Context: an optimization exercise on an open-source flow, tuned for small area. The choices shown serve that exercise and are no tape-out recipe. Function was checked by simulation only, so behaviour that the tests miss may differ from the original. Power is estimated from default activity; no workload was simulated.

wip/willow:
==> flow/design.v <==
module CPUCore(
input clk,
input Reset,
output wire [15:0] mem_addr,
output wire        mem_we,
output wire [15:0] mem_wdata,
input  wire [15:0] mem_rdata
);
localparam S_INIT = 3'd0,   
           S_FTCH = 3'd1,   
           S_PRE  = 3'd2,   
           S_EXEC = 3'd3,   
           S_SHF  = 3'd4,   
           S_MSET = 3'd5,   
           S_CAP  = 3'd6,   
           S_REST = 3'd7;   
reg [3:0]   ph;
reg [2:0]   st;
reg [255:0] rf;
reg [127:0] sk;
reg [15:0]  A, D, IR;
reg [3:0]   idx;
reg         c, cp;
reg         fC, fL, fF, fZ, fN;
wire [3:0] op  = IR[15:12];
wire [3:0] rdi = IR[11:8];
wire [3:0] ext = IR[7:4];
wire [3:0] rsi = IR[3:0];
wire sInit = (st == S_INIT);
wire sFtch = (st == S_FTCH);
wire sPre  = (st == S_PRE);
wire sExec = (st == S_EXEC);
wire sShf  = (st == S_SHF);
wire sMset = (st == S_MSET);
wire sCap  = (st == S_CAP);
wire sRest = (st == S_REST);
wire ph0  = (ph == 4'd0);
wire ph1  = (ph == 4'd1);
wire ph15 = (ph == 4'd15);
wire isR    = (op == 4'h0) | (op == 4'h6) | (op == 4'h7) | (op == 4'hA) | (op == 4'hE);
wire isSH   = (op == 4'h8);
wire isMEM  = (op == 4'h4);
wire isB    = (op == 4'hC);
wire [3:0] f = isR ? ext : op;
wire knownR = (f[0] & ~(f[2] & f[1])) | (f == 4'b0010);
wire isALU  = isR ? knownR : ~(isMEM | isSH | isB);
wire isSHLR = isR & ~knownR;
wire fLOG  = (f[3:2] == 2'b00);
wire fSUBC = f[3] & ~f[2];            
wire fADDS = fSUBC | (f[3:2] == 2'b01);  
wire fCMP  = fSUBC & f[1];
wire fMOV  = f[3] & f[2] & ~f[1];
wire iLOAD  = isMEM & (ext == 4'h0);
wire iSTOR  = isMEM & (ext == 4'h4);
wire iJAL   = isMEM & (ext == 4'h8);
wire iJC    = isMEM & (ext == 4'hC);
wire iRET   = isMEM & (ext == 4'hF);
wire alu_we = isALU & ~(fCMP & ~op[2] & (op[3] ? op[0] : ~op[1]));   
wire shimm  = isSH & ~ext[2];
wire shr    = isSH & ext[0];
wire [15:0] rtap;
wire [7:0]  stap;
genvar g;
generate
  for (g = 0; g < 16; g = g + 1) begin : gr
    assign rtap[g] = rf[16*g];
  end
  for (g = 0; g < 8; g = g + 1) begin : gs
    assign stap[g] = sk[16*g];
  end
endgenerate
wire pa   = rtap[rdi];
wire ps   = rtap[rsi];
wire st_t = stap[0];    
reg cbase;
always @(*) begin
  case (rdi[3:1])
    3'd0: cbase = fZ;
    3'd1: cbase = fC;
    3'd2: cbase = fL;
    3'd3: cbase = fN;
    3'd4: cbase = fF;
    3'd5: cbase = fL | fZ;
    3'd6: cbase = fN | fZ;
    default: cbase = 1'b0;
  endcase
end
wire cond = cbase ^ rdi[0] ^ (rdi[3] & (rdi[2] | rdi[1]));
wire immraw = IR[ph[2:0]];
wire sext   = ~isR & fADDS;
wire immb   = ph[3] ? (sext & IR[7]) : immraw;
wire a    = pa;
wire b    = isR ? ps : immb;
wire bb   = b ^ fSUBC;
wire cin  = ph0 ? fSUBC : c;
wire axb  = a ^ bb;
wire sum  = axb ^ cin;
wire cout = (a & bb) | (cin & axb);
wire lxor = a ^ b;
wire land = a & b;
wire logic_out = f[1] ? (f[0] ? lxor : (lxor | land)) : land;
wire alu_out = fLOG ? logic_out :
               fADDS ? (sum & ~fCMP) :
               fMOV ? b :
               (ph[3] ? immraw : a);    
wire takenB = sExec & isB & cond;
wire pb     = takenB & (ph[3] ? IR[7] : immraw);
wire pcin   = ph0 ? ~takenB : cp;
wire pxa    = A[0] ^ pb;
wire pcsum  = pxa ^ pcin;
wire pcout  = (A[0] & pb) | (pcin & pxa);
wire [3:0] cnt  = IR[3:0];
wire       zero = isSHLR ? c : IR[3];
wire       cnz  = (cnt != 4'd0);
wire       shout = ~zero & (shr ? (~ph15 & D[1]) : (~ph0 & D[15]));
reg wen, wbit;
always @(*) begin
  wen = 1'b0; wbit = 1'b0;
  case (st)
    S_EXEC: begin wen = alu_we; wbit = alu_out; end
    S_SHF:  begin wen = zero | cnz; wbit = shout; end
    S_MSET: begin wen = 1'b1; wbit = pcsum; end
    S_REST: begin wen = 1'b1; wbit = D[0]; end
    default: ;
  endcase
end
reg a_in;
always @(*) begin
  case (st)
    S_INIT: a_in = 1'b0;
    S_EXEC: begin
      if (iJAL | (iJC & cond)) a_in = ps;
      else if (iRET & (idx != 4'd0)) a_in = st_t;
      else a_in = pcsum;
    end
    S_MSET: a_in = ps;
    S_REST: a_in = pa;
    default: a_in = A[0];
  endcase
end
reg d_in;
always @(*) begin
  case (st)
    S_PRE:         d_in = isSH ? pa : ps;
    S_MSET:        d_in = pa & iSTOR;
    S_SHF:         d_in = shr ? wbit : pa;
    S_CAP:         d_in = D[0];
    default:       d_in = A[15];
  endcase
end
wire [3:0] dlo, dhi;
generate
  for (g = 0; g < 4; g = g + 1) begin : gd
    assign dlo[g] = sInit | (wen & (rdi[1:0] == g));
    assign dhi[g] = sInit | (rdi[3:2] == g);
  end
endgenerate
wire wb = wbit & ~sInit;
wire push = sExec & iJAL & ~idx[3];
wire pop  = sExec & iRET & (idx != 4'd0);
integer r;
always @(posedge clk) begin
  for (r = 0; r < 16; r = r + 1)
    rf[16*r +: 16] <= {(dlo[r%4] & dhi[r/4]) ? wb : rf[16*r], rf[16*r+1 +: 15]};
  sk[15:0] <= {push ? pcsum : pop ? sk[16] : sk[0], sk[15:1]};
  for (r = 1; r < 7; r = r + 1)
    sk[16*r +: 16] <= {push ? sk[16*(r-1)] : pop ? sk[16*(r+1)] : sk[16*r], sk[16*r+1 +: 15]};
  sk[127:112] <= {push ? sk[96] : sk[112], sk[127:113]};
  A <= {a_in, A[15:1]};
  D <= {d_in, D[15:1]} | ({16{sCap & ph1}} & {mem_rdata[1:0], mem_rdata[15:2]});
  cp <= pcout;
  if ((sFtch | sInit) & ph1) IR <= mem_rdata;
  if (sPre & isSHLR & ph15) IR[3:0] <= D[4:1];
  if (sShf & ph15 & cnz) IR[3:0] <= cnt - 4'd1;
  if (sExec) c <= cout;
  else if (sPre) c <= (ph[3:2] != 2'b00) & (c | ps);
end
always @(posedge clk) begin
  if (~Reset) begin
    ph <= 4'd0; st <= S_INIT; idx <= 4'd0;
    fC <= 1'b0; fL <= 1'b0; fF <= 1'b0; fZ <= 1'b0; fN <= 1'b0;
  end else begin
    ph <= ph + 4'd1;
    if (sExec & isALU & fADDS) begin
      if (fCMP) begin
        fZ <= (ph0 | fZ) & ~sum;
        if (ph15) begin fN <= ~cout; fL <= sum; end
      end else if (ph15) begin
        fC <= cout ^ fSUBC;
        fF <= cin ^ cout;
      end
    end
    if (ph15) begin
      if (push) idx <= idx + 4'd1;
      if (pop) idx <= idx - 4'd1;
      case (st)
        S_INIT, S_FTCH: begin
          if (isSHLR | (shimm & shr)) st <= S_PRE;
          else if (shimm) st <= S_SHF;
          else if (iLOAD | iSTOR) st <= S_MSET;
          else st <= S_EXEC;
        end
        S_PRE:  st <= S_SHF;
        S_SHF:  if (zero | (cnt[3:1] == 3'd0)) st <= S_EXEC;
        S_MSET: st <= iLOAD ? S_CAP : S_REST;
        S_CAP:  st <= S_REST;
        default: st <= S_FTCH;
      endcase
    end
  end
end
wire f0 = sInit & ph0;
wire f8 = sFtch & ph1;
assign mem_we    = f8 | (sRest & ph0 & iSTOR);
assign mem_addr  = {f8 | (A[15] & ~f0), A[14:0] & ~{15{f0 | f8}}};
assign mem_wdata = D;
endmodule
export LEC_CHECK = 0
export ABC_AREA = 1
export CAP_MARGIN = 20
export CORE_MARGIN = 2
export CORE_UTILIZATION = 60
export CTS_BUF_LIST = sky130_fd_sc_hd__clkbuf_8
export CTS_CLUSTER_DIAMETER = 65
export CTS_CLUSTER_SIZE = 22
export GPL_TIMING_DRIVEN = 0
export PLACE_DENSITY = 0.7
export SLEW_MARGIN = 20
create_clock -name core_clock -period 10.0 [get_ports {clk}]
standard.sh (not shown) runs the stock make flow with config.mk's settings and CLKGATE_MAP_FILE= SYNTH_SCRIPT=/design/flow/synth_recipe.tcl, a recipe that flattens the netlist after the stock synthesis.
==> flow/flow/run.sh <==
#!/bin/bash
# Standard layout, with the port buffers made from the smallest buffer cell
# and a clock tree of clkbuf_8 leaf clusters without dummy loads.
export BUFFER_PORTS_ARGS="-buffer_cell sky130_fd_sc_hd__buf_1"
export CTS_ARGS="-sink_clustering_enable -repair_clock_nets -buf_list sky130_fd_sc_hd__clkbuf_8 -sink_clustering_size 22 -sink_clustering_max_diameter 65 -dont_use_dummy_load"
bash standard.sh > standard.log 2>&1
#### Input delta (wip/violet over wip/willow)
--- a/flow/design.v
+++ b/flow/design.v
@@ -57,8 +57,9 @@
 wire iRET   = isMEM & (ext == 4'hF);
 wire alu_we = isALU & ~(fCMP & ~op[2] & (op[3] ? op[0] : ~op[1]));   
 wire shimm  = isSH & ~ext[2];
 wire shr    = isSH & ext[0];
+wire fast   = (isALU & ~fADDS) | (isSH & ext[2]);   
 wire [15:0] rtap;
 wire [7:0]  stap;
 genvar g;
 generate
@@ -103,10 +104,12 @@
                fADDS ? (sum & ~fCMP) :
                fMOV ? b :
                (ph[3] ? immraw : a);    
 wire takenB = sExec & isB & cond;
-wire pb     = takenB & (ph[3] ? IR[7] : immraw);
-wire pcin   = ph0 ? ~takenB : cp;
+wire offk   = ph[3] ? IR[7] : immraw;
+wire brw    = ph0 | c;
+wire pb     = takenB & (offk ^ brw);
+wire pcin   = ph0 ? sFtch : cp;
 wire pxa    = A[0] ^ pb;
 wire pcsum  = pxa ^ pcin;
 wire pcout  = (A[0] & pb) | (pcin & pxa);
 wire [3:0] cnt  = IR[3:0];
@@ -116,27 +119,28 @@
 reg wen, wbit;
 always @(*) begin
   wen = 1'b0; wbit = 1'b0;
   case (st)
-    S_EXEC: begin wen = alu_we; wbit = alu_out; end
+    S_FTCH: begin wen = alu_we & ~fADDS; wbit = alu_out; end
+    S_EXEC: begin wen = alu_we & (fADDS | ~(ph0 | ph1)); wbit = alu_out; end
     S_SHF:  begin wen = zero | cnz; wbit = shout; end
-    S_MSET: begin wen = 1'b1; wbit = pcsum; end
+    S_MSET: begin wen = 1'b1; wbit = A[0]; end
     S_REST: begin wen = 1'b1; wbit = D[0]; end
     default: ;
   endcase
 end
 reg a_in;
 always @(*) begin
   case (st)
-    S_INIT: a_in = 1'b0;
+    S_INIT: a_in = ph0;
     S_EXEC: begin
       if (iJAL | (iJC & cond)) a_in = ps;
       else if (iRET & (idx != 4'd0)) a_in = st_t;
       else a_in = pcsum;
     end
     S_MSET: a_in = ps;
     S_REST: a_in = pa;
-    default: a_in = A[0];
+    default: a_in = pcsum;
   endcase
 end
 reg d_in;
 always @(*) begin
@@ -161,9 +165,9 @@
 integer r;
 always @(posedge clk) begin
   for (r = 0; r < 16; r = r + 1)
     rf[16*r +: 16] <= {(dlo[r%4] & dhi[r/4]) ? wb : rf[16*r], rf[16*r+1 +: 15]};
-  sk[15:0] <= {push ? pcsum : pop ? sk[16] : sk[0], sk[15:1]};
+  sk[15:0] <= {push ? A[0] : pop ? sk[16] : sk[0], sk[15:1]};
   for (r = 1; r < 7; r = r + 1)
     sk[16*r +: 16] <= {push ? sk[16*(r-1)] : pop ? sk[16*(r+1)] : sk[16*r], sk[16*r+1 +: 15]};
   sk[127:112] <= {push ? sk[96] : sk[112], sk[127:113]};
   A <= {a_in, A[15:1]};
@@ -171,9 +175,9 @@
   cp <= pcout;
   if ((sFtch | sInit) & ph1) IR <= mem_rdata;
   if (sPre & isSHLR & ph15) IR[3:0] <= D[4:1];
   if (sShf & ph15 & cnz) IR[3:0] <= cnt - 4'd1;
-  if (sExec) c <= cout;
+  if (sExec) c <= isB ? (brw & ~offk) : cout;
   else if (sPre) c <= (ph[3:2] != 2'b00) & (c | ps);
 end
 always @(posedge clk) begin
   if (~Reset) begin
@@ -194,9 +198,10 @@
       if (push) idx <= idx + 4'd1;
       if (pop) idx <= idx - 4'd1;
       case (st)
         S_INIT, S_FTCH: begin
-          if (isSHLR | (shimm & shr)) st <= S_PRE;
+          if (fast) st <= sInit ? S_EXEC : S_FTCH;
+          else if (isSHLR | (shimm & shr)) st <= S_PRE;
           else if (shimm) st <= S_SHF;
           else if (iLOAD | iSTOR) st <= S_MSET;
           else st <= S_EXEC;
         end
Notes after the runs:
wip/violet vs wip/willow — clock-buffer cell count climbed by a few percent
On delay of the slowest critical-path stage, the higher figure sits with wip/willow, not wip/violet.
On non-clock buffer count, the higher figure sits with wip/violet, not wip/willow.
Status: hold slack parity (wip/violet, wip/willow)
On clock period minus final worst setup slack, wip/willow beats wip/violet.
Compared with wip/willow, wip/violet shows a part of the power in registers that is 1.6 points lower.
For overall fraction of global-route tracks in use, wip/violet and wip/willow come out practically identical.
[compare] base=wip/willow new=wip/violet: worst endpoint data arrival time increased 0.47 ns; growth of design area from synthesis to finish neither gained nor lost much.

-- port drivers added, routing unchanged --
In the flow no input, the clock included, has a driving cell. The finished layouts below were timed again as built, in two steps. Step 1: set_driving_cell puts a clkbuf_16 on clk and a buf_2 on each other input, an assumption about the parent block. Step 2 times the ports against the registers' clock, not the clock port: input delays grow and output delays shrink by t, the midpoint of the rising clock arrivals with the driver on. Three values: ideal, step 1, step 2; two values: the first two.
run | t, ns | setup slack, ns | clock arrival spread, ns | worst data-port slew with drivers (ns) | cell pins on the clock port's net
wip/willow | 0.586 | 5.073 / 5.032 / 5.618 | 0.050 / 0.050 | 0.04 | 1
wip/violet | 0.595 | 4.596 / 4.556 / 5.150 | 0.038 / 0.039 | 0.06 | 1
After both steps every run listed still meets setup and hold.
